This is an optimization exercise on Yosys and OpenROAD, whose aim is small area and a short achievable clock period, not a production implementation.
Only simulation tests tie the RTL to the original design; equivalence was not proved.
In every run shown here, the design's own scripts or RTL, not TritonCTS, make the clock network.
No driver is modelled on the clock port, so clock power and skew are understated where the tree is cut down; a real chip needs a root buffer or a tree.
No activity file was given, so power comes from the tool's default toggle rates.

File: config.mk
export PLATFORM = sky130hd
export DESIGN_NAME = pooler
export DESIGN_NICKNAME = pooler
export VERILOG_FILES = /design/flow/design.v
export SDC_FILE = /design/flow/constraint.sdc
export NUM_CORES = 4
export LEC_CHECK = 0
export CAP_MARGIN = 20
export CORE_MARGIN = 2
export CORE_UTILIZATION = 40
export SETUP_SLACK_MARGIN = 2.7
export SLEW_MARGIN = 20
export SYNTH_HIERARCHICAL = 1
File: constraint.sdc
create_clock -name core_clock -period 4.5 [get_ports {clk}]
set_input_delay 0.9000 -clock core_clock [delete_from_list [all_inputs] [get_ports {clk}]]
set_output_delay 0.9000 -clock core_clock [all_outputs]
set_load 0.01 [all_outputs]
File: design.v
`timescale 1ns / 1ps
module cmp_l0(input a, input bn, output ng, output np);
    assign ng = ~(a & bn);
    assign np = ~(a | bn);
endmodule
module cmp_l1(input ngh, input nph, input ngl, input npl, output g, output p);
    assign g = ~(ngh & (nph | ngl));
    assign p = ~(nph | npl);
endmodule
module cmp_l2(input gh, input ph, input gl, input pl, output ng, output np);
    assign ng = ~(gh | (ph & gl));
    assign np = ~(ph & pl);
endmodule
module cmp_l3(input ngh, input nph, input ngl, input nforce, output sel);
    assign sel = ~(ngh & (nph | ngl) & nforce);
endmodule
module comparator2(
    input  [7:0] a,
    input  [7:0] bn,          
    input        nforce,      
    output       sel_a,       
    output       sel_b);
    wire [7:0] ng0, np0;
    wire [3:0] g1, p1;
    wire [1:0] ng2, np2;
    genvar i;
    generate
        for (i = 0; i < 8; i = i + 1) begin : l0_
            cmp_l0 u(.a(a[i]), .bn(bn[i]), .ng(ng0[i]), .np(np0[i]));
        end
        for (i = 0; i < 4; i = i + 1) begin : l1_
            cmp_l1 u(.ngh(ng0[2*i+1]), .nph(np0[2*i+1]), .ngl(ng0[2*i]), .npl(np0[2*i]),
                     .g(g1[i]), .p(p1[i]));
        end
        for (i = 0; i < 2; i = i + 1) begin : l2_
            cmp_l2 u(.gh(g1[2*i+1]), .ph(p1[2*i+1]), .gl(g1[2*i]), .pl(p1[2*i]),
                     .ng(ng2[i]), .np(np2[i]));
        end
    endgenerate
    cmp_l3 ua(.ngh(ng2[1]), .nph(np2[1]), .ngl(ng2[0]), .nforce(nforce), .sel(sel_a));
    cmp_l3 ub(.ngh(ng2[1]), .nph(np2[1]), .ngl(ng2[0]), .nforce(nforce), .sel(sel_b));
endmodule
`timescale 1ns / 1ps
module pooler(
    input         clk,
    input         ce,
    input         master_rst,
    input  [7:0]  data_in,
    output [7:0]  data_out,
    output        valid_op,
    output        end_op
    );
    localparam NP = 13;               
    reg        c0;                    
    reg [3:0]  pc;                    
    reg        r;                     
    reg [3:0]  band;                  
    reg        valid_q, end_q;
    reg        shift_q;               
    reg [7:0]  h;
    reg [7:0]  o;
    reg [7:0]  sr [0:NP-2];
    integer    i;
    wire       pc_last   = pc[3] & pc[2];
    wire       band_last = band[3] & band[2];
    wire       sel, sel_e;            
    comparator2 cmp(.a(data_in), .bn(~h), .nforce(c0 | r), .sel_a(sel), .sel_b(sel_e));
    wire       h_en = ce & (c0 | sel_e);
    wire [7:0] h_d  = c0 ? sr[NP-2] : data_in;
    always @(posedge clk) begin
        o <= sel ? data_in : h;
        if (h_en)
            h <= h_d;
        if (shift_q) begin
            for (i = NP-2; i > 0; i = i-1)
                sr[i] <= sr[i-1];
            sr[0] <= o;
        end
    end
    always @(posedge clk) begin
        if (master_rst) begin
            c0 <= 1'b0; pc <= 4'd0; r <= 1'b0; band <= 4'd0;
            valid_q <= 1'b0; end_q <= 1'b0; shift_q <= 1'b0;
        end else begin
            valid_q <= ce & r & c0;
            end_q   <= ce & r & c0 & pc_last & band_last;
            shift_q <= ce & c0;
            if (ce) begin
                c0 <= ~c0;
                if (c0) begin
                    pc <= pc_last ? 4'd0 : pc + 4'd1;
                    if (pc_last) begin
                        r <= ~r;
                        if (r)
                            band <= band_last ? 4'd0 : band + 4'd1;
                    end
                end
            end
        end
    end
    assign data_out = o;
    assign valid_op = valid_q;
    assign end_op   = end_q;
endmodule
File: flow/run.sh
#!/bin/bash
# Own layout flow: the standard ORFS flow (standard synthesis,
# floorplan, power grid, taps, placement, routing unchanged), except
#  - port buffers of a plain buffer cell instead of a delay cell,
#  - resizing not restricted to the same cell footprint,
#  - the clock tree built by flow/cts.tcl instead of TritonCTS.
# Each tool's output goes to a log of its own in the work folder; ORFS also
# keeps each step's log under orfs/logs.
set -euo pipefail
KNOBS=(MATCH_CELL_FOOTPRINT=0 "BUFFER_PORTS_ARGS=-buffer_cell sky130_fd_sc_hd__buf_2")
bash standard.sh "${KNOBS[@]}" place > flow_place.log 2>&1
export PLATFORM_DIR=$FLOW_HOME/platforms/sky130hd
export RDIR=orfs/results/sky130hd/pooler/base
export DONT_USE="sky130_fd_sc_hd__probe_p_8 sky130_fd_sc_hd__probec_p_8 sky130_fd_sc_hd__lpflow_*"
export NLEAF=${NLEAF:-4} LEAFBUF=${LEAFBUF:-sky130_fd_sc_hd__clkbuf_16} ROOTBUF=${ROOTBUF:-sky130_fd_sc_hd__clkbuf_16}
export SETUP_MARGIN=${SETUP_MARGIN:-2.7}
openroad -no_init -exit flow/cts.tcl > flow_cts.log 2>&1
bash standard.sh "${KNOBS[@]}" finish > flow_finish.log 2>&1
File: flow/cts.tcl
# Clock tree by hand, in place of TritonCTS (which builds a 16-leaf H-tree
# here): the clock sinks split into NLEAF balanced k-means clusters, one
# LEAFBUF buffer at each cluster's centre, the leaf buffers driven by the
# clock port directly (NLEAF <= 4) or through one ROOTBUF buffer. Then the
# same timing repair as ORFS's cts step, and its two results.
set P $::env(PLATFORM_DIR)
set R $::env(RDIR)
read_db $R/3_place.odb
read_liberty $P/lib/sky130_fd_sc_hd__tt_025C_1v80.lib
read_sdc $R/3_place.sdc
source $P/setRC.tcl
set_dont_use $::env(DONT_USE)

set K $::env(NLEAF)
set LEAF $::env(LEAFBUF)
set ROOT $::env(ROOTBUF)
set db [ord::get_db]
set block [ord::get_db_block]
set clk [$block findNet clk]
set sinks {}
foreach it [$clk getITerms] {
  set bb [[$it getInst] getBBox]
  lappend sinks [list $it [expr {([$bb xMin]+[$bb xMax])/2.0}] [expr {([$bb yMin]+[$bb yMax])/2.0}]]
}
set n [llength $sinks]
puts "clock sinks: $n"
set cx 0; set cy 0
foreach s $sinks { set cx [expr {$cx + [lindex $s 1]}]; set cy [expr {$cy + [lindex $s 2]}] }
set cx [expr {$cx / $n}]; set cy [expr {$cy / $n}]
set sorted [lsort -real -index 3 [lmap s $sinks {list {*}$s [expr {atan2([lindex $s 2]-$cy, [lindex $s 1]-$cx)}]}]]
set cent {}
for {set k 0} {$k < $K} {incr k} {
  set s [lindex $sorted [expr {int(($k + 0.5) * $n / $K)}]]
  lappend cent [list [lindex $s 1] [lindex $s 2]]
}
# balanced k-means: greedy nearest assignment, at most ceil(n/K) per cluster
set cap [expr {int(ceil(double($n) / $K))}]
for {set iter 0} {$iter < 30} {incr iter} {
  set pairs {}
  for {set i 0} {$i < $n} {incr i} {
    set s [lindex $sorted $i]
    for {set k 0} {$k < $K} {incr k} {
      set c [lindex $cent $k]
      lappend pairs [list [expr {abs([lindex $s 1]-[lindex $c 0]) + abs([lindex $s 2]-[lindex $c 1])}] $i $k]
    }
  }
  array unset asg; array unset cnt
  for {set k 0} {$k < $K} {incr k} { set cnt($k) 0 }
  foreach p [lsort -real -index 0 $pairs] {
    lassign $p d i k
    if {[info exists asg($i)] || $cnt($k) >= $cap} continue
    set asg($i) $k; incr cnt($k)
  }
  set new {}
  for {set k 0} {$k < $K} {incr k} {
    set sx 0; set sy 0; set m 0
    for {set i 0} {$i < $n} {incr i} {
      if {$asg($i) == $k} { set s [lindex $sorted $i]; set sx [expr {$sx+[lindex $s 1]}]; set sy [expr {$sy+[lindex $s 2]}]; incr m }
    }
    lappend new [list [expr {$sx/$m}] [expr {$sy/$m}]]
  }
  set cent $new
}
set leafin {}
for {set k 0} {$k < $K} {incr k} {
  set b [odb::dbInst_create $block [$db findMaster $LEAF] "clkbuf_leaf_$k"]
  set c [lindex $cent $k]
  $b setLocation [expr {int([lindex $c 0])}] [expr {int([lindex $c 1])}]
  $b setPlacementStatus PLACED
  set net [odb::dbNet_create $block "clknet_leaf_$k"]
  $net setSigType CLOCK
  [$b findITerm X] connect $net
  for {set i 0} {$i < $n} {incr i} {
    if {$asg($i) == $k} { set it [lindex [lindex $sorted $i] 0]; $it disconnect; $it connect $net }
  }
  lappend leafin [$b findITerm A]
  puts "leaf $k: $cnt($k) sinks at $c"
}
if {$ROOT ne "none"} {
  set sx 0; set sy 0
  foreach c $cent { set sx [expr {$sx+[lindex $c 0]}]; set sy [expr {$sy+[lindex $c 1]}] }
  set b [odb::dbInst_create $block [$db findMaster $ROOT] "clkbuf_root"]
  $b setLocation [expr {int($sx/$K)}] [expr {int($sy/$K)}]
  $b setPlacementStatus PLACED
  set net [odb::dbNet_create $block "clknet_root"]
  $net setSigType CLOCK
  [$b findITerm X] connect $net
  foreach a $leafin { $a connect $net }
  [$b findITerm A] connect $clk
} else {
  foreach a $leafin { $a connect $clk }
}
$clk setSigType CLOCK
global_connect
detailed_placement
set_propagated_clock [all_clocks]
estimate_parasitics -placement
report_clock_latency
puts "after tree: setup [worst_slack -max] hold [worst_slack -min]"
repair_timing -setup_margin $::env(SETUP_MARGIN) -hold_margin 0 -repair_tns 100 -verbose
detailed_placement
check_placement -verbose
estimate_parasitics -placement
puts "after repair: setup [worst_slack -max] hold [worst_slack -min]"
write_db $R/4_1_cts.odb
write_sdc -no_timestamp $R/4_cts.sdc
File: standard.sh
#!/bin/bash
# synth_recipe.tcl (not shown) runs the flow's synth.tcl, then flattens the netlist and writes it again
# the make line also repeats each setting of config.mk as NAME=value (left out here)
make -C /OpenROAD-flow-scripts/flow DESIGN_CONFIG=/design/flow/config.mk WORK_HOME=/design/flow/orfs CLKGATE_MAP_FILE= SYNTH_SCRIPT=/design/flow/synth_recipe.tcl "${@:-finish}"
==> results of run 1 <==
[critical path, delay by kind of cell]
kind	cells	cell delay, ns
simple gates	1	0.10
buf+inv	2	0.28
compound gates	4	0.71
[power by group through the flow]
stage,Clock [mW],Sequential (mW),Combinational [mW]
global placement,0,1.35,0.0789
detailed placement,0,1.35,0.0794
finish,0.499,1.31,0.0980
global route,0.553,1.32,0.108
floorplan,0,1.34,0.0555
[worst paths after layout]
| path | from | end | slack (ns) | cells after the start |
|---|---|---|---|---|
| hold reg to reg | sr[7][7] | sr[8][7] | 0.43 | 0 |
| setup reg to reg | h[5] | h[4] | 2.91 | 6 |
| setup / recovery | data_in[5] | o[0] | 2.72 | 7 |
| hold / removal | sr[7][7] | sr[8][7] | 0.43 | 0 |
[per-stage QoR]
step	cells	power, mW	instance area [µm²]	hold slack (ns)	worst slack (ns)
5_1_grt	397	1.98	4700	0.433	2.66
6_report	397	1.91	4700	0.431	2.72
3_5_place_dp	388	1.43	4490	0.405	2.18
3_3_place_gp	388	1.42	4490	0.403	2.19
2_1_floorplan	237	1.39	4250	0.400	2.68
[final cells by class]
| cell class | instances | share of cell area (%) |
|---|---|---|
| multi-input combinational | 98 | 13.9 |
| sequential | 125 | 75.6 |
| buffer | 5 | 2.66 |
| inverter | 9 | 0.719 |
| tap | 136 | 3.62 |
| timing repair buffer | 24 | 3.46 |
[sequential cells by signal (all words and copies together), names as in the netlist]
register  flops
band          4
c0            1
end_q         1
h             8
o             8
pc            4
r             1
shift_q       1
sr           96
valid_q       1
[layout by cell type, fill, tap and decap left out, types with 2 or more instances in the layout]
cell type	n
nand2_1	27
nand4b_1	3
edfxtp_1	104
dfxtp_1	17
nor2_1	7
dfxtp_2	3
ha_1	2
a21oi_2	2
o21ai_1	2
nand4_1	2
buf_2	20
clkbuf_16	5
buf_4	2
a21oi_1	9
mux2_2	8
o21ai_2	4
nor2_4	5
o21ai_0	12
inv_1	9
[layer usage]
layer  routed length (µm)  up-vias  part of all wire [%]  global-route usage (%)
li1                     -      918                     -                       -
met1                 2910      924                    51                    15.6
met2                 2510       25                    44                    15.5
met3                  210        5                   3.7                    1.16
met4                   63        0                   1.1                    1.02
met5                    0        -                     0                       0
==> flow_metrics.tcl, run 1 <==
set metrics [dict create \
    outcome "finished clean" \
    period_minus_slack_ns 1.78 \
    dieArea_um2 11300 \
    max-vdd-ir-drop_uv 233 \
    relSlewSlack_pct 68.2 \
    p_switching_uw 378 \
    crit_type "primary input to flop" \
    critPathMaxStageDelay_ns 0.30 \
    grt_usage_pct 9.95 \
    area_delta_synth_final_pct 11.8 \
    num-nets-final 276 \
    crit_chain "buf_2 > nor2_4 > o21ai_2 > a21oi_2 > o211ai_4 > buf_12 > o21ai_0" \
    drt_first_iter_violations 99 \
    skew_ns 0.00681 \
    cp_max_fo 9 \
    first_pass_iters 4 \
    clk_pin_slew_ns 0.11 \
    grt_pass1_vias 1828 \
    p_per_area_nw_per_um2 407 \
    fmax_mhz 561 \
    endpoint_kind "flop" \
    grt_pass1_wl_um 9250 \
    power.internal_mw 1.53 \
    p_comb_share_pct 5.1 \
    num_io_pins 21 \
    dieWidth_um 106 \
    antenna_found_initial 0 \
    utilization_pct 45.7 \
    globalplace.congestion 0.692 \
    avgSynthCellArea_um2 17.7 \
    drv_cap 0 \
    cp.arrival_ns 1.99 \
    antennaDiodeCount 0 \
    core_um2 10300 \
    ant_nets 0 \
    placementRows 37 \
    synthesis.nets 250 \
    clkLatencyLatePin_ns 0.33 \
    grt_max_degree 97 \
    regArea_um2 3550 \
    finalCritPeriodShare_pct 39.6 \
    initial_core_util_pct 40.9 \
    maxSlewViolCount 0 \
    p_seq_share_pct 68.7 \
    cp.required_ns 4.71 \
    wirelength_um 5690 \
    vias 1872 \
    dieHeight_um 106 \
    wl_per_cell_um 14.3 \
    drive_gt1_share_pct 23.8 \
    viasPerCell 4.72 \
    hold_violations 0 \
    tightest_slew_ns 0.477 \
    leakage_nw 1.56 \
    portBuffers 20 \
    setup_violations 0 \
    hold_path_class "flop to flop" \
    multiInputGateArea_um2 653 \
    sw_frac_of_total_pct 19.8 \
    slowest_stage "o21ai_0" \
    syn_area_um2 4200 \
    crit_path_start_kind "primary input" \
    drc 0 \
    yosys_warnings 8 \
    detailed_place_hpwl_um 3300 \
    clkPwrFrac_pct 26.1 \
    n_fill_cell 892 \
    synth_cells 237 \
    grt_overflow 0 \
    setup_tns_ns 0 \
    rsz0062_at_grt "yes" \
]
==> run 2, diff against run 1 <==
--- a/flow/run.sh
+++ b/flow/run.sh
@@ -14,5 +14,5 @@
 export DONT_USE="sky130_fd_sc_hd__probe_p_8 sky130_fd_sc_hd__probec_p_8 sky130_fd_sc_hd__lpflow_*"
 export NLEAF=${NLEAF:-4} LEAFBUF=${LEAFBUF:-sky130_fd_sc_hd__clkbuf_16} ROOTBUF=${ROOTBUF:-sky130_fd_sc_hd__clkbuf_16}
-export SETUP_MARGIN=${SETUP_MARGIN:-2.7}
+export SETUP_MARGIN=${SETUP_MARGIN:-2.8}
 openroad -no_init -exit flow/cts.tcl > flow_cts.log 2>&1
 bash standard.sh "${KNOBS[@]}" finish > flow_finish.log 2>&1
--- a/config.mk
+++ b/config.mk
@@ -9,5 +9,6 @@
 export CORE_MARGIN = 2
 export CORE_UTILIZATION = 40
-export SETUP_SLACK_MARGIN = 2.7
+export PLACE_DENSITY = 0.8
+export SETUP_SLACK_MARGIN = 2.8
 export SLEW_MARGIN = 20
 export SYNTH_HIERARCHICAL = 1
==> flow_metrics.tcl, run 2 <==
set metrics [dict create \
    core_um2 10300 \
    dieHeight_um 106 \
    portBuffers 20 \
    wirelength_um 6210 \
    tightest_slew_ns 0.786 \
    max_flop_register "sr" \
    globalplace.congestion 0.798 \
    hold_path_class "flop to flop" \
    dieArea_um2 11300 \
    first_pass_iters 4 \
    setup_slack_ns 2.77 \
    max-vdd-ir-drop_uv 212 \
    n_fill_cell 884 \
    crit_type "flop to output pin" \
    rsz0062_at_grt "yes" \
    grt_pass1_vias 1881 \
    layout_common_cells "104 x edfxtp_1, 23 x nand2_1, 11 x dfxtp_1, 10 x buf_6" \
    drive_gt1_share_pct 28.7 \
    p_per_area_nw_per_um2 402 \
    dieWidth_um 106 \
    initial_core_util_pct 40.9 \
    path_delay_family "flip-flops" \
    dp_slack_ns 2.23 \
    synth_cells 237 \
    placementRows 37 \
    whs_ns 0.427 \
    crit_chain "buf_6" \
    grt_overflow 0 \
    crit_path_start_kind "flop" \
    viasPerCell 4.94 \
    top_regs "sr (96), h (8), o (8)" \
    cp.arrival_ns 0.83 \
    critPathMaxStageDelay_ns 0.38 \
    synthesis.nets 250 \
    yosys_warnings 8 \
    grt_usage_pct 10.6 \
    wl_per_cell_um 15.6 \
    clk_pin_slew_ns 0.11 \
    ant_nets 0 \
    syn_area_um2 4200 \
    cp.required_ns 3.60 \
    endpoint_kind "output pin" \
    grt_max_degree 97 \
    area_delta_synth_final_pct 14.8 \
    power_mw 1.94 \
    num_io_pins 21 \
    fmax_mhz 580 \
    antenna_found_initial 0 \
    hold_violations 0 \
    largest_reg_flops 96 \
    drt_first_iter_violations 120 \
    skew_ns 0.0130 \
    worst-path-buf-inv 1 \
    finalCritPeriodShare_pct 38.3 \
    mostFrequentLayoutCell "edfxtp_1" \
    outcome "finished clean" \
    drv_cap 0 \
    grt_pass1_wl_um 9670 \
    period_minus_slack_ns 1.73 \
    clkLatencyLatePin_ns 0.34 \
    vias 1961 \
    cp_max_fo 2 \
    maxSlewViolCount 0 \
    leakage_nw 1.59 \
    num-nets-final 276 \
    slowest_stage "dfxtp_4" \
    avgSynthCellArea_um2 17.7 \
    setup_tns_ns 0 \
    antennaDiodeCount 0 \
    drc 0 \
    setup_violations 0 \
    utilization_pct 46.9 \
    detailed_place_hpwl_um 3690 \
    relSlewSlack_pct 47.6 \
]
## run 2: through the flow
step	instances	cell area (µm²)
floorplan	237	4270
detailed placement	388	4490
global placement	388	4490
finish	397	4820
global route	397	4820
## run 2: final timing paths
path	startpoint	endpoint	slack [ns]	cells after the start
max reg2reg	h[1]	h[7]	2.99	6
max	o[4]	data_out[4]	2.77	1
min	sr[10][3]	sr[11][3]	0.43	0
min reg2reg	sr[10][3]	sr[11][3]	0.43	0
## run 2: worst reg2reg max path: cells and delay by family, from the launching register on
kind	cells	cell delay (ns)
compound gates	4	0.64
flops	1	0.38
buf+inv	1	0.15
simple gates	1	0.06
## run 2: final cells by class
cell class	instances	area (µm²)	area share [%]
Timing Repair Buffer	24	233	4.83
Inverter	9	33.8	0.701
Buffer	5	125	2.60
Tap cell	136	170	3.53
Sequential cell	125	3560	73.9
Multi-Input combinational cell	98	696	14.4
## run 2: where the power goes
| part | internal, mW | total (mW) | switching (mW) |
|---|---|---|---|
| combinational | 0.0540 | 0.114 | 0.0598 |
| clock | 0.203 | 0.505 | 0.301 |
| sequential | 1.29 | 1.32 | 0.0299 |
## run 2: metal layers
layer	up-vias	wire length, µm	share of wire (%)	global-route usage (%)
met5	-	0	0	0
met4	0	71	1.1	0.835
met3	7	257	4.1	1.23
met2	28	3000	48	17.9
met1	1003	2880	46	15.6
li1	923	-	-	-
==> run 3, diff against run 2 <==
--- a/config.mk
+++ b/config.mk
@@ -9,5 +9,5 @@
 export CORE_MARGIN = 2
 export CORE_UTILIZATION = 40
-export PLACE_DENSITY = 0.8
+export GPL_TIMING_DRIVEN = 0
 export SETUP_SLACK_MARGIN = 2.8
 export SLEW_MARGIN = 20
==> flow_metrics.tcl, run 3 <==
set metrics [dict create \
    outcome "finished clean" \
    reg2reg_depth 5 \
    grt_pass1_vias 1800 \
    critPathMaxStageDelay_ns 0.28 \
    grt_use_met2_pct 16.0 \
    drt_first_iter_violations 88 \
    area_delta_synth_final_pct 15.4 \
    setup_violations 0 \
    critPathCapture "h[7]" \
    skew_ns 0.0106 \
    reg2reg_from "c0" \
    grt_use_met1_pct 15.6 \
    crit_path_start_kind "primary input" \
    rsz0062_at_grt "yes" \
    reg2reg_to "h[7]" \
    slowest_stage "o21a_4" \
    cp.required_ns 4.59 \
    num-nets-final 280 \
    yosys_warnings 8 \
    top_regs "sr (96), h (8), o (8)" \
    finalCritPeriodShare_pct 38.3 \
    leakage_nw 1.61 \
    busiest_layer "met2" \
    period_minus_slack_ns 1.72 \
    clkPwrFrac_pct 26.0 \
    crit_chain "buf_2 > nor2_2 > nor2_2 > a21oi_2 > o211ai_2 > o21a_4" \
    grt_use_met3_pct 1.23 \
    maxSlewViolCount 0 \
    grt_overflow 0 \
    max_flop_register "sr" \
    synthesis.nets 250 \
    dieArea_um2 11300 \
    power.internal_mw 1.55 \
    drv_cap 0 \
    syn_area_um2 4200 \
    clkLatencyLatePin_ns 0.33 \
    setup_tns_ns 0 \
    p_per_area_nw_per_um2 400 \
    max-vdd-ir-drop_uv 205 \
    fmax_mhz 581 \
    dieHeight_um 106 \
    hold_path_class "flop to flop" \
    drc 0 \
    mostFrequentLayoutCell "edfxtp_1" \
    crit_start "data_in[2]" \
    antenna_found_initial 0 \
    endpoint_kind "flop" \
    crit_type "primary input to flop" \
    portBuffers 19 \
    p_comb_share_pct 6.5 \
    clk_pin_slew_ns 0.11 \
    drive_gt1_share_pct 29.4 \
    relSlewSlack_pct 58.8 \
    antennaDiodeCount 0 \
    grt_usage_pct 10.1 \
    num_io_pins 21 \
    viasPerCell 4.77 \
    largest_reg_flops 96 \
    hold_violations 0 \
    ant_nets 0 \
    cp.arrival_ns 1.81 \
    reg2reg_slack_ns 2.85 \
    grt_pass1_wl_um 9280 \
    globalplace.congestion 0.700 \
    sw_frac_of_total_pct 20.1 \
    first_pass_iters 4 \
    wl_per_cell_um 14.7 \
    dieWidth_um 106 \
    synth_cells 237 \
    finalNonFillerCells 401 \
    layout_common_cells "104 x edfxtp_1, 25 x nand2_1, 12 x buf_6, 12 x dfxtp_1" \
    detailed_place_hpwl_um 3410 \
    dp_cells 392 \
    tightest_slew_ns 0.618 \
    placementRows 37 \
    avgSynthCellArea_um2 17.7 \
    initial_core_util_pct 40.9 \
    wirelength_um 5900 \
    p_seq_share_pct 67.5 \
    cpMostUsedCell "nor2_2" \
    n_fill_cell 902 \
    p_switching_uw 389 \
    cp_max_fo 8 \
    core_um2 10300 \
    grt_max_degree 97 \
    vias 1913 \
]
==> run 3: power groups by stage <==
stage,sequential (mW),combinational [mW],clock (mW)
2_1_floorplan,1.34,0.0583,0
3_3_place_gp,1.34,0.0928,0
3_5_place_dp,1.34,0.0932,0
5_1_grt,1.31,0.136,0.566
6_report,1.31,0.125,0.504
==> run 3: how the worst min path moves through the flow <==
stage,startpoint,endpoint,slack (ns),depth (start not counted)
3_3_place_gp,sr[10][6],sr[11][6],0.41,0
5_1_grt,sr[10][4],sr[11][4],0.43,0
2_1_floorplan,sr[9][0],sr[10][0],0.40,0
3_5_place_dp,sr[5][6],sr[6][6],0.40,0
6_report,sr[8][6],sr[9][6],0.42,0
==> run 3: stage by stage <==
stage / total power [mW] / hold slack, ns / setup WS [ns] / utilization, % / cell area [µm²]
finish: 1.94 / 0.424 / 2.78 / 47.2 / 4850
global placement: 1.43 / 0.405 / 2.23 / 44.1 / 4530
detailed placement: 1.43 / 0.405 / 2.24 / 44.1 / 4530
floorplan: 1.39 / 0.400 / 2.68 / - / 4270
global route: 2.02 / 0.433 / 2.76 / 47.2 / 4850
==> run 3: final cells by class <==
type	instances	area [µm²]	area share [%]
well taps	136	170	3.51
flip-flops and latches	125	3560	73.4
plain buffers	10	168	3.46
multi-input cells	98	693	14.3
repair buffers	23	224	4.62
inverters	9	33.8	0.697
==> run 3: critical path: cells and delay by family <==
family / cells / cell delay (ns)
AO/OA/AOI/OAI: 3 / 0.60
buffers and inverters: 1 / 0.12
AND/OR/NAND/NOR: 2 / 0.17
==> run 3: routing by layer <==
| metal | wire length (µm) | up-vias | part of all wire [%] |
|---|---|---|---|
| met4 | 73 | 0 | 1.2 |
| met3 | 218 | 7 | 3.7 |
| li1 | - | 930 | - |
| met2 | 2660 | 26 | 45 |
| met5 | 0 | - | 0 |
| met1 | 2950 | 950 | 50 |
==> run 4, diff against run 3 <==
--- a/flow/run.sh
+++ b/flow/run.sh
@@ -14,5 +14,5 @@
 export DONT_USE="sky130_fd_sc_hd__probe_p_8 sky130_fd_sc_hd__probec_p_8 sky130_fd_sc_hd__lpflow_*"
 export NLEAF=${NLEAF:-4} LEAFBUF=${LEAFBUF:-sky130_fd_sc_hd__clkbuf_16} ROOTBUF=${ROOTBUF:-sky130_fd_sc_hd__clkbuf_16}
-export SETUP_MARGIN=${SETUP_MARGIN:-2.8}
+export SETUP_MARGIN=${SETUP_MARGIN:-2.85}
 openroad -no_init -exit flow/cts.tcl > flow_cts.log 2>&1
 bash standard.sh "${KNOBS[@]}" finish > flow_finish.log 2>&1
--- a/config.mk
+++ b/config.mk
@@ -6,9 +6,9 @@
 export NUM_CORES = 4
 export LEC_CHECK = 0
+export ABC_AREA = 1
 export CAP_MARGIN = 20
 export CORE_MARGIN = 2
 export CORE_UTILIZATION = 40
-export GPL_TIMING_DRIVEN = 0
-export SETUP_SLACK_MARGIN = 2.8
+export SETUP_SLACK_MARGIN = 2.85
 export SLEW_MARGIN = 20
 export SYNTH_HIERARCHICAL = 1
==> flow_metrics.tcl, run 4 <==
set metrics [dict create \
    maxSlewViolCount 0 \
    grt_pass1_wl_um 9200 \
    mostFrequentLayoutCell "edfxtp_1" \
    viasPerCell 4.66 \
    critPathCapture "data_out[3]" \
    antennaDiodeCount 0 \
    max_flop_register "sr" \
    finalCritPeriodShare_pct 38.6 \
    crit_path_start_kind "flop" \
    sw_frac_of_total_pct 20.3 \
    grt_pass1_vias 1867 \
    endpoint_kind "output pin" \
    clkPwrFrac_pct 26.0 \
    crit_start "o[3]" \
    period_minus_slack_ns 1.74 \
    drive_gt1_share_pct 23.9 \
    layout_common_cells "104 x edfxtp_1, 57 x nand2_1, 22 x inv_1, 13 x buf_6" \
    wl_per_cell_um 13.8 \
    n_fill_cell 893 \
    p_seq_share_pct 67.9 \
    worst-path-buf-inv 1 \
    p_switching_uw 393 \
    area_delta_synth_final_pct 14.5 \
    power_mw 1.93 \
    detailed_place_hpwl_um 3450 \
    outcome "finished clean" \
    dp_cells 426 \
    setup_violations 0 \
    p_comb_share_pct 6.0 \
    max-vdd-ir-drop_uv 257 \
    drc 0 \
    setup_tns_ns 0 \
    relSlewSlack_pct 59.4 \
    placementRows 37 \
    hold_path_class "flop to flop" \
    reg2reg_to "h[4]" \
    drv_cap 0 \
    drt_first_iter_violations 94 \
    largest_reg_flops 96 \
    antenna_found_initial 0 \
    clkLatencyLatePin_ns 0.34 \
    setup_slack_ns 2.76 \
    dieWidth_um 107 \
    utilization_pct 47.0 \
    dieArea_um2 11400 \
    avgSynthCellArea_um2 15.6 \
    multiInputGateArea_um2 678 \
    grt_max_degree 97 \
    min_path_cells 0 \
    core_um2 10300 \
    power.internal_mw 1.54 \
    reg2reg_depth 9 \
    grt_overflow 0 \
    tightest_slew_ns 0.610 \
    leakage_nw 1.76 \
    path_delay_family "flip-flops" \
    ant_nets 0 \
    synthesis.nets 285 \
    wirelength_um 5980 \
    regArea_um2 3570 \
    initial_core_util_pct 41.0 \
    synth_cells 272 \
    dieHeight_um 107 \
    rsz0062_at_grt "yes" \
    cp.required_ns 3.60 \
    cp.arrival_ns 0.84 \
    p_per_area_nw_per_um2 398 \
    dp_slack_ns 2.39 \
    num-nets-final 312 \
    finalNonFillerCells 433 \
    syn_area_um2 4240 \
    reg2reg_from "h[2]" \
    fmax_mhz 576 \
    crit_chain "buf_6" \
    cp_max_fo 2 \
    clk_pin_slew_ns 0.12 \
    hold_violations 0 \
    num_io_pins 21 \
    reg2reg_slack_ns 3.04 \
    slowest_stage "dfxtp_4" \
    first_pass_iters 4 \
    yosys_warnings 8 \
    vias 2017 \
    grt_usage_pct 9.93 \
    critPathMaxStageDelay_ns 0.38 \
    path_depth 1 \
    globalplace.congestion 0.773 \
    portBuffers 20 \
    skew_ns 0.0134 \
    top_regs "sr (96), h (8), o (8)" \
    crit_type "flop to output pin" \
]
run 4: layout make-up:
type	count	share of cell area, %
buffer	5	2.58
inverter	25	1.93
multi-input combinational	121	14.0
sequential	125	73.5
tap	136	3.51
timing repair buffer	21	4.46
run 4: power groups by stage:
stage / clock network [mW] / logic [mW] / registers, mW
after floorplan: 0 / 0.0594 / 1.33
after detailed placement: 0 / 0.0888 / 1.34
final: 0.502 / 0.117 / 1.31
after global routing: 0.563 / 0.131 / 1.32
after global placement: 0 / 0.0871 / 1.34
run 4: worst register-to-register path: stages, from the launching register on:
cell and delay, ns:
edfxtp_1 0.37, inv_1 0.14, nand2_1 0.10, o21ai_2 0.15
a21oi_2 0.05, inv_1 0.05, nand2_1 0.05, nand2_1 0.07
nand2_2 0.06, nand2_4 0.13
run 4: how the worst min path moves through the flow:
stage               from         to  slack, ns
2_1_floorplan   sr[9][0]  sr[10][0]       0.40
3_3_place_gp   sr[10][4]  sr[11][4]       0.40
3_5_place_dp    sr[6][3]   sr[7][3]       0.40
5_1_grt         sr[6][3]   sr[7][3]       0.44
6_report        sr[6][3]   sr[7][3]       0.41
run 4: stage by stage:
stage | instance area (µm²) | hold slack, ns
after floorplan | 4290 | 0.400
after global placement | 4540 | 0.401
after detailed placement | 4540 | 0.405
after global routing | 4850 | 0.437
final | 4850 | 0.414
run 4: per-layer routing:
layer	global-route usage [%]	vias to the layer above	share of wire, %
met5	0	-	0
met2	15.7	24	44
li1	-	988	-
met4	1.76	0	2.0
met3	1.03	7	3.0
met1	15.2	998	51
==> run 5, diff against run 4 <==
--- a/design.v
+++ b/design.v
@@ -58,5 +58,6 @@
     reg        valid_q, end_q;
     reg        shift_q;               
-    reg [7:0]  h;
+    reg [7:0]  hn;                    
+    wire [7:0] h = ~hn;
     reg [7:0]  o;
     reg [7:0]  sr [0:NP-2];
@@ -65,5 +66,5 @@
     wire       band_last = band[3] & band[2];
     wire       sel, sel_e;            
-    comparator2 cmp(.a(data_in), .bn(~h), .nforce(c0 | r), .sel_a(sel), .sel_b(sel_e));
+    comparator2 cmp(.a(data_in), .bn(hn), .nforce(c0 | r), .sel_a(sel), .sel_b(sel_e));
     wire       h_en = ce & (c0 | sel_e);
     wire [7:0] h_d  = c0 ? sr[NP-2] : data_in;
@@ -71,5 +72,5 @@
         o <= sel ? data_in : h;
         if (h_en)
-            h <= h_d;
+            hn <= ~h_d;
         if (shift_q) begin
             for (i = NP-2; i > 0; i = i-1)
--- a/flow/run.sh
+++ b/flow/run.sh
@@ -14,5 +14,5 @@
 export DONT_USE="sky130_fd_sc_hd__probe_p_8 sky130_fd_sc_hd__probec_p_8 sky130_fd_sc_hd__lpflow_*"
 export NLEAF=${NLEAF:-4} LEAFBUF=${LEAFBUF:-sky130_fd_sc_hd__clkbuf_16} ROOTBUF=${ROOTBUF:-sky130_fd_sc_hd__clkbuf_16}
-export SETUP_MARGIN=${SETUP_MARGIN:-2.85}
+export SETUP_MARGIN=${SETUP_MARGIN:-2.8}
 openroad -no_init -exit flow/cts.tcl > flow_cts.log 2>&1
 bash standard.sh "${KNOBS[@]}" finish > flow_finish.log 2>&1
--- a/config.mk
+++ b/config.mk
@@ -6,9 +6,8 @@
 export NUM_CORES = 4
 export LEC_CHECK = 0
-export ABC_AREA = 1
 export CAP_MARGIN = 20
 export CORE_MARGIN = 2
 export CORE_UTILIZATION = 40
-export SETUP_SLACK_MARGIN = 2.85
+export SETUP_SLACK_MARGIN = 2.8
 export SLEW_MARGIN = 20
 export SYNTH_HIERARCHICAL = 1
==> flow_metrics.tcl, run 5 <==
set metrics [dict create \
    drt_first_iter_violations 105 \
    hold_path_class "flop to flop" \
    num_io_pins 21 \
    max-vdd-ir-drop_uv 307 \
    dp_cells 381 \
    dieWidth_um 106 \
    p_per_area_nw_per_um2 398 \
    synthesis.nets 242 \
    sw_frac_of_total_pct 20.3 \
    cp_max_fo 2 \
    grt_usage_pct 10.3 \
    power.internal_mw 1.55 \
    vias 1875 \
    grt_pass1_vias 1871 \
    layout_common_cells "104 x edfxtp_1, 17 x buf_6, 16 x nand2_1, 13 x mux2i_1, 11 x dfxtp_1" \
    worst-path-buf-inv 1 \
    initial_core_util_pct 40.9 \
    grt_overflow 0 \
    max_flop_register "sr" \
    whs_ns 0.420 \
    dp_slack_ns 2.19 \
    rsz0062_at_grt "yes" \
    grt_max_degree 61 \
    clkLatencyLatePin_ns 0.34 \
    synth_cells 229 \
    cp.arrival_ns 0.81 \
    portBuffers 20 \
    wl_per_cell_um 15.0 \
    num-nets-final 272 \
    outcome "finished clean" \
    wirelength_um 5910 \
    setup_tns_ns 0 \
    dieHeight_um 106 \
    endpoint_kind "output pin" \
    avgSynthCellArea_um2 18.3 \
    core_um2 10300 \
    place_area_um2 4500 \
    p_seq_share_pct 67.8 \
    placementRows 37 \
    globalplace.congestion 0.661 \
    p_comb_share_pct 5.9 \
    drc 0 \
    slowest_stage "dfxtp_2" \
    largest_reg_flops 96 \
    area_delta_synth_final_pct 16.5 \
    design_area_um2 4890 \
    drive_gt1_share_pct 28.8 \
    finalCritPeriodShare_pct 38.0 \
    crit_type "flop to output pin" \
    dieArea_um2 11300 \
    detailed_place_hpwl_um 3470 \
    critPathMaxStageDelay_ns 0.37 \
    mostFrequentLayoutCell "edfxtp_1" \
    top_regs "sr (96), hn (8), o (8)" \
    utilization_pct 47.6 \
    p_switching_uw 396 \
    clk_pin_slew_ns 0.12 \
    tightest_slew_ns 0.539 \
    yosys_warnings 8 \
    skew_ns 0.0139 \
    leakage_nw 1.64 \
    finalNonFillerCells 393 \
    relSlewSlack_pct 64.1 \
    ant_nets 0 \
    crit_path_start_kind "flop" \
    antennaDiodeCount 0 \
    fmax_mhz 585 \
    maxSlewViolCount 0 \
    power_mw 1.95 \
    crit_chain "buf_6" \
    drv_cap 0 \
    first_pass_iters 4 \
    path_delay_family "flip-flops" \
    hold_violations 0 \
    setup_slack_ns 2.79 \
    grt_pass1_wl_um 9560 \
    clkPwrFrac_pct 26.3 \
    viasPerCell 4.77 \
    period_minus_slack_ns 1.71 \
    syn_area_um2 4200 \
    antenna_found_initial 0 \
    cp.required_ns 3.60 \
    setup_violations 0 \
]
==> run 5: worst paths after layout <==
path / cells past startpoint / slack [ns] / start / end
hold reg to reg: 0 / 0.42 / sr[9][3] / sr[10][3]
setup reg to reg: 1 / 2.94 / shift_q / sr[11][2]
hold / removal: 0 / 0.42 / sr[9][3] / sr[10][3]
setup / recovery: 1 / 2.79 / o[5] / data_out[5]
==> run 5: layout make-up <==
| type | instances | area (µm²) |
|---|---|---|
| multi-input combinational | 90 | 724 |
| fill | 894 | 5390 |
| inverter | 9 | 33.8 |
| sequential | 125 | 3560 |
| timing repair buffer | 28 | 279 |
| buffer | 5 | 125 |
| tap | 136 | 170 |
==> run 5: per-layer routing <==
| metal | wire [µm] | global-route usage, % |
|---|---|---|
| met1 | 3100 | 16.2 |
| met2 | 2550 | 16.1 |
| met3 | 183 | 1.23 |
| met4 | 77 | 1.21 |
| met5 | 0 | 0 |
==> run 5: power by group through the flow <==
stage                     clock network [mW]  registers [mW]  logic [mW]
final                                  0.512            1.32       0.115
after global routing                   0.565            1.33       0.125
after detailed placement                   0            1.34      0.0797
after global placement                     0            1.34      0.0786
after floorplan                            0            1.34      0.0527
==> run 6, diff against run 5 <==
--- a/config.mk
+++ b/config.mk
@@ -6,4 +6,5 @@
 export NUM_CORES = 4
 export LEC_CHECK = 0
+export ABC_AREA = 1
 export CAP_MARGIN = 20
 export CORE_MARGIN = 2
==> flow_metrics.tcl, run 6 <==
set metrics [dict create \
    path_delay_family "flip-flops" \
    min_path_cells 0 \
    crit_type "flop to output pin" \
    reg2reg_depth 7 \
    setup_tns_ns 0 \
    maxSlewViolCount 0 \
    endpoint_kind "output pin" \
    layout_common_cells "104 x edfxtp_1, 34 x nand2_1, 15 x inv_1, 13 x nor2_1, 12 x buf_2" \
    crit_path_start_kind "flop" \
    avgSynthCellArea_um2 16.9 \
    rsz0062_at_grt "yes" \
    regArea_um2 3560 \
    drt_first_iter_violations 94 \
    clkLatencyLatePin_ns 0.33 \
    first_pass_iters 4 \
    relSlewSlack_pct 61.4 \
    antenna_found_initial 0 \
    cp.required_ns 3.60 \
    dieHeight_um 106 \
    p_seq_share_pct 69.0 \
    skew_ns 0.00899 \
    hold_path_class "flop to flop" \
    num_io_pins 21 \
    max-vdd-ir-drop_uv 305 \
    reg2reg_from "c0" \
    critPathMaxStageDelay_ns 0.37 \
    n_fill_cell 904 \
    p_per_area_nw_per_um2 403 \
    grt_max_degree 97 \
    crit_chain "buf_6" \
    p_switching_uw 376 \
    clk_pin_slew_ns 0.11 \
    reg2reg_slack_ns 3.06 \
    multiInputGateArea_um2 628 \
    ant_nets 0 \
    finalCritPeriodShare_pct 38.3 \
    top_regs "sr (96), hn (8), o (8)" \
    worstHoldEndpoint "sr[11][4]" \
    largest_reg_flops 96 \
    drc 0 \
    antennaDiodeCount 0 \
    p_comb_share_pct 4.8 \
    wirelength_um 5590 \
    tightest_slew_ns 0.579 \
    reg2reg_to "hn[4]" \
    hold_start "sr[10][4]" \
    syn_area_um2 4200 \
    drive_gt1_share_pct 23.4 \
    viasPerCell 4.57 \
    placementRows 37 \
    cp_max_fo 2 \
    drv_cap 0 \
    cp.arrival_ns 0.82 \
    power.internal_mw 1.53 \
    synth_cells 248 \
    vias 1869 \
    worst-path-buf-inv 1 \
    grt_pass1_vias 1792 \
    yosys_warnings 8 \
    initial_core_util_pct 40.9 \
    grt_overflow 0 \
    hold_violations 0 \
    num-nets-final 288 \
    leakage_nw 1.66 \
    grt_pass1_wl_um 9030 \
    slowest_stage "dfxtp_4" \
    synthesis.nets 261 \
    wl_per_cell_um 13.7 \
    globalplace.congestion 0.762 \
    period_minus_slack_ns 1.72 \
    dieWidth_um 106 \
    power_mw 1.91 \
    portBuffers 20 \
    fmax_mhz 580 \
    grt_usage_pct 9.71 \
    core_um2 10300 \
    area_delta_synth_final_pct 12.7 \
    detailed_place_hpwl_um 3310 \
    clkPwrFrac_pct 26.1 \
    dieArea_um2 11300 \
    max_flop_register "sr" \
    outcome "finished clean" \
    sw_frac_of_total_pct 19.7 \
    mostFrequentLayoutCell "edfxtp_1" \
    setup_violations 0 \
]
run 6: power groups by stage:
| stage | clock network (mW) | registers (mW) | logic, mW |
|---|---|---|---|
| 6_report | 0.499 | 1.32 | 0.0922 |
| 5_1_grt | 0.561 | 1.32 | 0.104 |
| 3_5_place_dp | 0 | 1.35 | 0.0749 |
| 3_3_place_gp | 0 | 1.34 | 0.0746 |
| 2_1_floorplan | 0 | 1.34 | 0.0505 |
run 6: layout make-up:
type                            count  area share (%)
Inverter                           17            1.35
Tap cell                          136            3.60
Timing Repair Buffer               22            3.91
Buffer                              5            2.64
Sequential cell                   125            75.2
Multi-Input combinational cell    104            13.3
run 6: stage by stage:
step | area (µm²) | cells | util [%] | hold WS [ns] | setup WS (ns)
final | 4730 | 409 | 46.1 | 0.427 | 2.78
after global routing | 4730 | 409 | 46.1 | 0.422 | 2.74
after detailed placement | 4500 | 402 | 43.8 | 0.405 | 2.46
after global placement | 4500 | 402 | 43.8 | 0.404 | 2.42
after floorplan | 4260 | 248 | - | 0.400 | 2.78
run 6: worst max-delay path by stage:
stage / start / to / depth (start not counted)
floorplan: data_in[4] / hn[0] / 8
global placement: data_in[7] / o[4] / 8
detailed placement: data_in[7] / o[7] / 8
global route: o[1] / data_out[1] / 1
finish: o[1] / data_out[1] / 1
run 6: layer usage:
| layer | track usage, % | wire length, µm | up-vias |
|---|---|---|---|
| li1 | - | - | 931 |
| met1 | 14.6 | 2800 | 913 |
| met2 | 15.5 | 2470 | 20 |
| met3 | 1.41 | 233 | 5 |
| met4 | 1.30 | 89 | 0 |
| met5 | 0 | 0 | - |
==> run 7, diff against run 6 <==
--- a/flow/run.sh
+++ b/flow/run.sh
@@ -14,5 +14,5 @@
 export DONT_USE="sky130_fd_sc_hd__probe_p_8 sky130_fd_sc_hd__probec_p_8 sky130_fd_sc_hd__lpflow_*"
 export NLEAF=${NLEAF:-4} LEAFBUF=${LEAFBUF:-sky130_fd_sc_hd__clkbuf_16} ROOTBUF=${ROOTBUF:-sky130_fd_sc_hd__clkbuf_16}
-export SETUP_MARGIN=${SETUP_MARGIN:-2.8}
+export SETUP_MARGIN=${SETUP_MARGIN:-2.7}
 openroad -no_init -exit flow/cts.tcl > flow_cts.log 2>&1
 bash standard.sh "${KNOBS[@]}" finish > flow_finish.log 2>&1
--- a/config.mk
+++ b/config.mk
@@ -10,5 +10,5 @@
 export CORE_MARGIN = 2
 export CORE_UTILIZATION = 40
-export SETUP_SLACK_MARGIN = 2.8
+export SETUP_SLACK_MARGIN = 2.7
 export SLEW_MARGIN = 20
 export SYNTH_HIERARCHICAL = 1
==> flow_metrics.tcl, run 7 <==
set metrics [dict create \
    antennaDiodeCount 0 \
    grt_usage_pct 10.5 \
    cp.required_ns 3.60 \
    hold_start "sr[6][1]" \
    critPathMaxStageDelay_ns 0.38 \
    endpoint_kind "output pin" \
    max-vdd-ir-drop_uv 230 \
    p_seq_share_pct 68.7 \
    finalCritPeriodShare_pct 39.1 \
    reg2reg_from "c0" \
    path_delay_family "flip-flops" \
    grt_pass1_vias 1870 \
    place_area_um2 4470 \
    hold_path_class "flop to flop" \
    grt_max_degree 97 \
    ant_nets 0 \
    wl_per_cell_um 14.5 \
    setup_violations 0 \
    crit_start "o[3]" \
    first_pass_iters 4 \
    drt_first_iter_violations 99 \
    placementRows 37 \
    drc 0 \
    max_flop_register "sr" \
    sw_frac_of_total_pct 20.4 \
    vias 1882 \
    crit_path_start_kind "flop" \
    cp.arrival_ns 0.86 \
    num-nets-final 287 \
    crit_chain "buf_2" \
    portBuffers 20 \
    clkPwrFrac_pct 26.9 \
    antenna_found_initial 0 \
    clk_pin_slew_ns 0.12 \
    outcome "finished clean" \
    core_um2 10300 \
    synth_cells 248 \
    avgSynthCellArea_um2 16.9 \
    crit_type "flop to output pin" \
    largest_reg_flops 96 \
    power.internal_mw 1.52 \
    setup_tns_ns 0 \
    clkLatencyLatePin_ns 0.35 \
    slowest_stage "dfxtp_1" \
    synthesis.nets 261 \
    drive_gt1_share_pct 20.2 \
    relSlewSlack_pct 69.1 \
    layout_common_cells "104 x edfxtp_1, 36 x nand2_1, 20 x buf_2, 16 x dfxtp_1" \
    drv_cap 0 \
    maxSlewViolCount 0 \
    yosys_warnings 8 \
    mostFrequentLayoutCell "edfxtp_1" \
    tightest_slew_ns 0.464 \
    detailed_place_hpwl_um 3480 \
    skew_ns 0.0205 \
    area_delta_synth_final_pct 10.6 \
    globalplace.congestion 0.718 \
    p_switching_uw 389 \
    top_regs "sr (96), hn (8), o (8)" \
    dieHeight_um 106 \
    wirelength_um 5930 \
    hold_violations 0 \
    num_io_pins 21 \
    cp_max_fo 2 \
    viasPerCell 4.61 \
    design_area_um2 4650 \
    leakage_nw 1.63 \
    worst-path-buf-inv 1 \
    n_fill_cell 911 \
    p_comb_share_pct 4.4 \
    grt_overflow 0 \
    p_per_area_nw_per_um2 411 \
    fmax_mhz 569 \
    rsz0062_at_grt "no" \
    dieWidth_um 106 \
    initial_core_util_pct 40.9 \
    syn_area_um2 4200 \
    period_minus_slack_ns 1.76 \
    dieArea_um2 11300 \
    grt_pass1_wl_um 9600 \
]
-- run 7: changes by cell type in the layout (fill, tap and decap cells not counted), sizes merged --
cell	previous run	this run
buf	22	21
-- run 7: power groups by stage --
stage	logic (mW)	clock network, mW	registers (mW)
after floorplan	0.0471	0	1.33
after global placement	0.0709	0	1.34
after detailed placement	0.0722	0	1.34
after global routing	0.0936	0.573	1.32
final	0.0834	0.514	1.31
-- run 7: per-layer routing --
layer  share of wire (%)  track usage [%]  wire, µm  vias to the layer above
met5                   0                0         0                        -
met4                 1.9             1.67       112                        0
met3                 2.6            0.920       155                        8
met2                  44             16.9      2600                       19
met1                  52             16.0      3060                      927
li1                    -                -         -                      928
-- run 7: cell type report --
type                            count  area [µm²]  area share, %
Sequential cell                   125        3550           76.5
Multi-Input combinational cell    104         607           13.1
Tap cell                          136         170           3.66
Timing Repair Buffer               21         128           2.75
Buffer                              5         125           2.69
Inverter                           17        63.8           1.37
-- run 7: final timing paths --
kind | to | slack, ns | cells past startpoint
setup / recovery | data_out[3] | 2.74 | 1
hold / removal | sr[7][1] | 0.41 | 0
setup reg to reg | hn[2] | 2.96 | 7
hold reg to reg | sr[7][1] | 0.41 | 0
-- run 7: stage by stage --
step	cells	power [mW]	util, %	worst slack, ns	hold slack, ns
finish	408	1.91	45.2	2.74	0.412
detailed placement	402	1.42	43.5	2.25	0.405
floorplan	248	1.38	-	2.70	0.400
global placement	402	1.41	43.5	2.28	0.404
global route	408	1.98	45.2	2.70	0.435
==> run 8, diff against run 7 <==
--- a/flow/run.sh
+++ b/flow/run.sh
@@ -14,5 +14,5 @@
 export DONT_USE="sky130_fd_sc_hd__probe_p_8 sky130_fd_sc_hd__probec_p_8 sky130_fd_sc_hd__lpflow_*"
 export NLEAF=${NLEAF:-4} LEAFBUF=${LEAFBUF:-sky130_fd_sc_hd__clkbuf_16} ROOTBUF=${ROOTBUF:-sky130_fd_sc_hd__clkbuf_16}
-export SETUP_MARGIN=${SETUP_MARGIN:-2.7}
+export SETUP_MARGIN=${SETUP_MARGIN:-2.65}
 openroad -no_init -exit flow/cts.tcl > flow_cts.log 2>&1
 bash standard.sh "${KNOBS[@]}" finish > flow_finish.log 2>&1
--- a/config.mk
+++ b/config.mk
@@ -10,5 +10,5 @@
 export CORE_MARGIN = 2
 export CORE_UTILIZATION = 40
-export SETUP_SLACK_MARGIN = 2.7
+export SETUP_SLACK_MARGIN = 2.65
 export SLEW_MARGIN = 20
 export SYNTH_HIERARCHICAL = 1
==> flow_metrics.tcl, run 8 <==
set metrics [dict create \
    endpoint_kind "output pin" \
    avgSynthCellArea_um2 16.9 \
    dieWidth_um 106 \
    outcome "finished clean" \
    portBuffers 20 \
    placementRows 37 \
    grt_overflow 0 \
    grt_pass1_vias 1763 \
    core_um2 10300 \
    drv_cap 0 \
    area_delta_synth_final_pct 10.1 \
    tightest_slew_ns 0.614 \
    yosys_warnings 8 \
    vias 1873 \
    crit_type "flop to output pin" \
    drc 0 \
    top_regs "sr (96), hn (8), o (8)" \
    period_minus_slack_ns 1.79 \
    p_per_area_nw_per_um2 407 \
    max-vdd-ir-drop_uv 238 \
    relSlewSlack_pct 59.1 \
    skew_ns 0.0105 \
    clkLatencyLatePin_ns 0.33 \
    dieHeight_um 106 \
    worst-path-buf-inv 1 \
    path_delay_family "flip-flops" \
    syn_area_um2 4200 \
    fmax_mhz 559 \
    ant_nets 0 \
    setup_violations 0 \
    slowest_stage "dfxtp_1" \
    largest_reg_flops 96 \
    grt_pass1_wl_um 9010 \
    cp_max_fo 2 \
    path_depth 1 \
    crit_path_start_kind "flop" \
    drt_first_iter_violations 121 \
    num-nets-final 287 \
    initial_core_util_pct 40.9 \
    regArea_um2 3550 \
    rsz0062_at_grt "no" \
    synth_cells 248 \
    num_io_pins 21 \
    wirelength_um 5630 \
    hold_violations 0 \
    first_pass_iters 4 \
    synthesis.nets 261 \
    layout_common_cells "104 x edfxtp_1, 36 x nand2_1, 20 x buf_2, 19 x dfxtp_1, 18 x nor2_1" \
    cp.arrival_ns 0.89 \
    finalCritPeriodShare_pct 39.7 \
    wl_per_cell_um 13.8 \
    max_flop_register "sr" \
    clk_pin_slew_ns 0.11 \
    min_path_cells 0 \
    grt_max_degree 97 \
    cp.required_ns 3.60 \
    detailed_place_hpwl_um 3400 \
    antennaDiodeCount 0 \
    critPathMaxStageDelay_ns 0.40 \
    multiInputGateArea_um2 591 \
    antenna_found_initial 0 \
    crit_chain "buf_2" \
    dieArea_um2 11300 \
    setup_tns_ns 0 \
    leakage_nw 1.63 \
    globalplace.congestion 0.725 \
    drive_gt1_share_pct 17.6 \
    mostFrequentLayoutCell "edfxtp_1" \
    viasPerCell 4.59 \
    maxSlewViolCount 0 \
    hold_path_class "flop to flop" \
    power_mw 1.88 \
    grt_usage_pct 9.76 \
    reg2reg_depth 7 \
    n_fill_cell 924 \
]
==> run 8: path summary, 6_finish.rpt <==
| path | startpoint | slack, ns | to |
|---|---|---|---|
| worst max-delay path | o[6] | 2.71 | data_out[6] |
| worst min-delay path | sr[7][3] | 0.43 | sr[8][3] |
| worst max register to register | c0 | 2.99 | o[4] |
| worst min register to register | sr[7][3] | 0.43 | sr[8][3] |
==> run 8: final cells by class <==
type | instances | area share [%]
Buffer | 5 | 2.70
Inverter | 17 | 1.38
Multi-Input combinational cell | 104 | 12.8
Sequential cell | 125 | 76.7
Tap cell | 136 | 3.68
Timing Repair Buffer | 21 | 2.76
==> run 8: power breakdown <==
part           switching (mW)  leakage (nW)  internal, mW  total [mW]
logic                  0.0488         0.443        0.0296      0.0784
registers              0.0266          1.13          1.29        1.31
clock network           0.290        0.0616         0.203       0.493
==> run 8: metal layers <==
| metal | vias up | track usage, % | routed length, µm | part of all wire (%) |
|---|---|---|---|---|
| li1 | 927 | - | - | - |
| met1 | 916 | 15.0 | 2810 | 50 |
| met2 | 23 | 15.6 | 2560 | 45 |
| met3 | 7 | 1.10 | 188 | 3.3 |
| met4 | 0 | 1.11 | 75 | 1.3 |
| met5 | - | 0 | 0 | 0 |
==> run 8: per-stage QoR <==
| step | setup slack (ns) | cell area [µm²] | std cells | util, % | hold WS, ns |
|---|---|---|---|---|---|
| floorplan | 2.67 | 4210 | 248 | - | 0.400 |
| global placement | 2.26 | 4460 | 402 | 43.4 | 0.403 |
| detailed placement | 2.25 | 4460 | 402 | 43.4 | 0.405 |
| global route | 2.65 | 4630 | 408 | 45.0 | 0.437 |
| finish | 2.71 | 4630 | 408 | 45.0 | 0.425 |
==> run 8: worst reg2reg max path, delay by kind of cell, from the launching register on <==
kind,cells,cell delay (ns)
flops,1,0.56
simple gates,4,0.48
buf+inv,2,0.25
compound gates,1,0.10
==> run 9, diff against run 8 <==
--- a/flow/run.sh
+++ b/flow/run.sh
@@ -14,5 +14,5 @@
 export DONT_USE="sky130_fd_sc_hd__probe_p_8 sky130_fd_sc_hd__probec_p_8 sky130_fd_sc_hd__lpflow_*"
 export NLEAF=${NLEAF:-4} LEAFBUF=${LEAFBUF:-sky130_fd_sc_hd__clkbuf_16} ROOTBUF=${ROOTBUF:-sky130_fd_sc_hd__clkbuf_16}
-export SETUP_MARGIN=${SETUP_MARGIN:-2.65}
+export SETUP_MARGIN=${SETUP_MARGIN:-2.9}
 openroad -no_init -exit flow/cts.tcl > flow_cts.log 2>&1
 bash standard.sh "${KNOBS[@]}" finish > flow_finish.log 2>&1
--- a/config.mk
+++ b/config.mk
@@ -10,5 +10,5 @@
 export CORE_MARGIN = 2
 export CORE_UTILIZATION = 40
-export SETUP_SLACK_MARGIN = 2.65
+export SETUP_SLACK_MARGIN = 2.75
 export SLEW_MARGIN = 20
 export SYNTH_HIERARCHICAL = 1
==> flow_metrics.tcl, run 9 <==
set metrics [dict create \
    outcome "finished clean" \
    ant_nets 0 \
    synth_cells 248 \
    viasPerCell 4.61 \
    hold_path_class "flop to flop" \
    yosys_warnings 8 \
    dieArea_um2 11300 \
    vias 1884 \
    drt_first_iter_violations 89 \
    area_delta_synth_final_pct 12.7 \
    p_seq_share_pct 68.9 \
    grt_usage_pct 10.1 \
    crit_path_start_kind "flop" \
    cp.required_ns 3.60 \
    setup_tns_ns 0 \
    core_um2 10300 \
    initial_core_util_pct 40.9 \
    endpoint_kind "output pin" \
    num_io_pins 21 \
    syn_area_um2 4200 \
    skew_ns 0.00971 \
    power.internal_mw 1.53 \
    hold_start "sr[7][4]" \
    cp_max_fo 2 \
    crit_start "o[3]" \
    p_switching_uw 377 \
    mostFrequentLayoutCell "edfxtp_1" \
    rsz0062_at_grt "no" \
    grt_max_degree 50 \
    max-vdd-ir-drop_uv 214 \
    avgSynthCellArea_um2 16.9 \
    detailed_place_hpwl_um 3350 \
    power_mw 1.91 \
    max_flop_register "sr" \
    num-nets-final 288 \
    globalplace.congestion 0.703 \
    grt_pass1_wl_um 9290 \
    leakage_nw 1.66 \
    drive_gt1_share_pct 23.1 \
    crit_chain "buf_6" \
    wirelength_um 5680 \
    drc 0 \
    first_pass_iters 4 \
    drv_cap 0 \
    p_per_area_nw_per_um2 404 \
    dieHeight_um 106 \
    largest_reg_flops 96 \
    cp.arrival_ns 0.82 \
    clk_pin_slew_ns 0.11 \
    placementRows 37 \
    clkLatencyLatePin_ns 0.33 \
    synthesis.nets 261 \
    antennaDiodeCount 0 \
    reg2reg_slack_ns 3.02 \
    grt_pass1_vias 1794 \
    setup_violations 0 \
    maxSlewViolCount 0 \
    clkPwrFrac_pct 26.1 \
    reg2reg_from "c0" \
    layout_common_cells "104 x edfxtp_1, 35 x nand2_1, 15 x inv_1, 14 x nor2_1, 11 x dfxtp_1" \
    path_delay_family "flip-flops" \
    fmax_mhz 581 \
    critPathMaxStageDelay_ns 0.38 \
    grt_overflow 0 \
    sw_frac_of_total_pct 19.7 \
    relSlewSlack_pct 56.7 \
    worst-path-buf-inv 1 \
    top_regs "sr (96), hn (8), o (8)" \
    antenna_found_initial 1 \
    finalCritPeriodShare_pct 38.2 \
    wl_per_cell_um 13.9 \
    tightest_slew_ns 0.649 \
    hold_violations 0 \
    portBuffers 20 \
    slowest_stage "dfxtp_2" \
    p_comb_share_pct 5.0 \
    crit_type "flop to output pin" \
    dieWidth_um 106 \
    period_minus_slack_ns 1.72 \
]
[run 9: routing by layer]
metal  GRT usage (%)  vias to the layer above  share of wire, %
met5               0                        -              0.21
met4            1.11                        2               1.4
met3            1.72                        9               5.2
met2            16.0                       30                43
met1            15.3                      912                50
li1                -                      931                 -
[run 9: metrics by stage]
step                hold WS [ns]  cells  utilization [%]  area, µm²  setup WS [ns]
detailed placement         0.405    402             43.7       4490           2.42
global route               0.437    409             46.1       4730           2.75
floorplan                  0.400    248                -       4240           2.75
global placement           0.400    402             43.7       4490           2.42
finish                     0.426    409             46.1       4730           2.78
[run 9: layout make-up]
| cell class | instances | area (µm²) |
|---|---|---|
| fillers | 904 | 5540 |
| flip-flops and latches | 125 | 3560 |
| multi-input cells | 104 | 627 |
| repair buffers | 22 | 190 |
| well taps | 136 | 170 |
| plain buffers | 5 | 125 |
| inverters | 17 | 63.8 |
[run 9: path summary, 6_finish.rpt]
check                                    to  cells past startpoint
worst min register to register     sr[8][4]                      0
worst min-delay path               sr[8][4]                      0
worst max-delay path            data_out[3]                      1
worst max register to register         o[6]                      6
[run 9: power by group through the flow]
stage	combinational, mW	clock (mW)	sequential [mW]
floorplan	0.0493	0	1.34
global placement	0.0734	0	1.34
detailed placement	0.0741	0	1.34
global route	0.106	0.556	1.32
finish	0.0947	0.499	1.32
==> run 10, diff against run 9 <==
--- a/flow/run.sh
+++ b/flow/run.sh
@@ -14,5 +14,5 @@
 export DONT_USE="sky130_fd_sc_hd__probe_p_8 sky130_fd_sc_hd__probec_p_8 sky130_fd_sc_hd__lpflow_*"
 export NLEAF=${NLEAF:-4} LEAFBUF=${LEAFBUF:-sky130_fd_sc_hd__clkbuf_16} ROOTBUF=${ROOTBUF:-sky130_fd_sc_hd__clkbuf_16}
-export SETUP_MARGIN=${SETUP_MARGIN:-2.9}
+export SETUP_MARGIN=${SETUP_MARGIN:-2.75}
 openroad -no_init -exit flow/cts.tcl > flow_cts.log 2>&1
 bash standard.sh "${KNOBS[@]}" finish > flow_finish.log 2>&1
==> flow_metrics.tcl, run 10 <==
set metrics [dict create \
    grt_max_degree 97 \
    cp.arrival_ns 0.83 \
    dieWidth_um 106 \
    clk_pin_slew_ns 0.11 \
    slowest_stage "dfxtp_1" \
    max-vdd-ir-drop_uv 210 \
    reg2reg_slack_ns 2.92 \
    fmax_mhz 579 \
    hold_violations 0 \
    grt_pass1_wl_um 9110 \
    synth_cells 248 \
    antennaDiodeCount 0 \
    critPathMaxStageDelay_ns 0.36 \
    worst-path-buf-inv 1 \
    num_io_pins 21 \
    detailed_place_hpwl_um 3350 \
    path_delay_family "flip-flops" \
    first_pass_iters 4 \
    power_mw 1.90 \
    clkLatencyLatePin_ns 0.33 \
    crit_type "flop to output pin" \
    grt_overflow 0 \
    finalCritPeriodShare_pct 38.3 \
    largest_reg_flops 96 \
    design_area_um2 4660 \
    antenna_found_initial 1 \
    drc 0 \
    cp_max_fo 2 \
    grt_usage_pct 9.93 \
    setup_tns_ns 0 \
    initial_core_util_pct 40.9 \
    relSlewSlack_pct 68.2 \
    ant_nets 0 \
    maxSlewViolCount 0 \
    endpoint_kind "output pin" \
    drt_first_iter_violations 85 \
    vias 1877 \
    syn_area_um2 4200 \
    synthesis.nets 261 \
    wl_per_cell_um 13.7 \
    grt_pass1_vias 1753 \
    place_area_um2 4490 \
    dp_slack_ns 2.42 \
    rsz0062_at_grt "yes" \
    p_per_area_nw_per_um2 407 \
    portBuffers 20 \
    cp.required_ns 3.60 \
    crit_chain "buf_2" \
    period_minus_slack_ns 1.73 \
    globalplace.congestion 0.703 \
    core_um2 10300 \
    hold_start "sr[6][3]" \
    viasPerCell 4.60 \
    setup_violations 0 \
    layout_common_cells "104 x edfxtp_1, 35 x nand2_1, 18 x buf_2, 15 x inv_1, 15 x nor2_1" \
    dieHeight_um 106 \
    area_delta_synth_final_pct 10.9 \
    tightest_slew_ns 0.478 \
    yosys_warnings 8 \
    num-nets-final 287 \
    outcome "finished clean" \
    leakage_nw 1.64 \
    top_regs "sr (96), hn (8), o (8)" \
    crit_start "o[1]" \
    dieArea_um2 11300 \
    wirelength_um 5600 \
    drv_cap 0 \
    reg2reg_from "c0" \
    mostFrequentLayoutCell "edfxtp_1" \
    setup_slack_ns 2.77 \
    crit_path_start_kind "flop" \
    placementRows 37 \
    max_flop_register "sr" \
    avgSynthCellArea_um2 16.9 \
    drive_gt1_share_pct 21.0 \
    hold_path_class "flop to flop" \
    skew_ns 0.00824 \
]
==> run 10: changes by cell type in the layout (fill, tap and decap cells not counted) <==
cell	previous run	this run
buf_2	10	18
buf_6	8	2
o21ai_0	3	8
o21ai_1	6	2
buf_4	3	0
dfxtp_1	11	14
dfxtp_2	9	6
nor2_4	3	1
nand2_2	4	5
nand2_4	3	2
nor2_1	14	15
nor2_2	3	4
o21ai_2	5	4
==> run 10: worst paths after layout <==
check / endpoint / depth (start not counted)
setup / recovery: data_out[1] / 1
hold / removal: sr[7][3] / 0
setup reg to reg: o[1] / 6
hold reg to reg: sr[7][3] / 0
==> run 10: per-layer routing <==
layer / vias to the layer above / share of wire, % / global-route usage [%]
met5: - / 0.21 / 0
met2: 27 / 43 / 15.2
met1: 912 / 50 / 15.5
met4: 2 / 1.4 / 1.11
li1: 927 / - / -
met3: 9 / 5.2 / 1.66
==> run 10: area by class of cell <==
type                            instances  area, µm²
Tap cell                              136        170
Fill cell                             908       5620
Inverter                               17       63.8
Buffer                                  5        125
Sequential cell                       125       3550
Multi-Input combinational cell        104        606
Timing Repair Buffer                   21        140
==> run 10: where the power goes <==
part | total [mW] | switching, mW | internal, mW
Sequential | 1.31 | 0.0256 | 1.29
Clock | 0.499 | 0.296 | 0.203
Combinational | 0.0833 | 0.0508 | 0.0325
==> run 10: through the flow <==
stage               instances  hold slack [ns]  utilization (%)
floorplan                 248            0.400                -
global placement          402            0.400             43.7
detailed placement        402            0.405             43.7
global route              408            0.437             45.3
finish                    408            0.426             45.3
==> run 10: worst register-to-register path: cells and delay by family, from the launching register on <==
family                 cells  cell delay [ns]
AOI/OAI and AO/OA          1             0.30
and+or+nand+nor            3             0.36
DFF                        1             0.57
buffers and inverters      2             0.25

==> static timing again, ports no longer ideal <==
In the flow no input, the clock included, has a driving cell. The finished layouts below were timed again as built, in two steps.
Step 1 (the two cells are an assumption about what drives the block):
set clk [get_ports {clk}]
set_driving_cell -lib_cell sky130_fd_sc_hd__clkbuf_16 $clk
set_driving_cell -lib_cell sky130_fd_sc_hd__buf_2 [delete_from_list [all_inputs] $clk]
Step 2 also shifts input and output timing later by t, the mid clock arrival at the registers, as if the neighbouring blocks saw the same clock.
a / b / c = ideal / step 1 / step 2; a / b = the first two.
| run | shift t [ns] | setup WS [ns] | worst slew at a driven data input, ns |
|---|---|---|---|
| run 1 | 0.358 | 2.717 / 2.720 / 2.362 | 0.04 |
| run 2 | 0.362 | 2.775 / 2.743 / 2.434 | 0.06 |
| run 3 | 0.360 | 2.779 / 2.777 / 2.417 | 0.05 |
| run 4 | 0.364 | 2.763 / 2.729 / 2.539 | 0.06 |
| run 5 | 0.362 | 2.791 / 2.757 / 2.423 | 0.07 |
| run 6 | 0.361 | 2.776 / 2.742 / 2.530 | 0.05 |
| run 7 | 0.371 | 2.742 / 2.707 / 2.483 | 0.04 |
| run 8 | 0.355 | 2.712 / 2.680 / 2.461 | 0.05 |
| run 9 | 0.359 | 2.779 / 2.746 / 2.533 | 0.05 |
| run 10 | 0.359 | 2.774 / 2.741 / 2.431 | 0.05 |
After both steps every run listed still meets setup and hold. The setup slack of run 5, which loses most, moves by -0.034 ns with the drivers and by -0.368 ns with both steps.
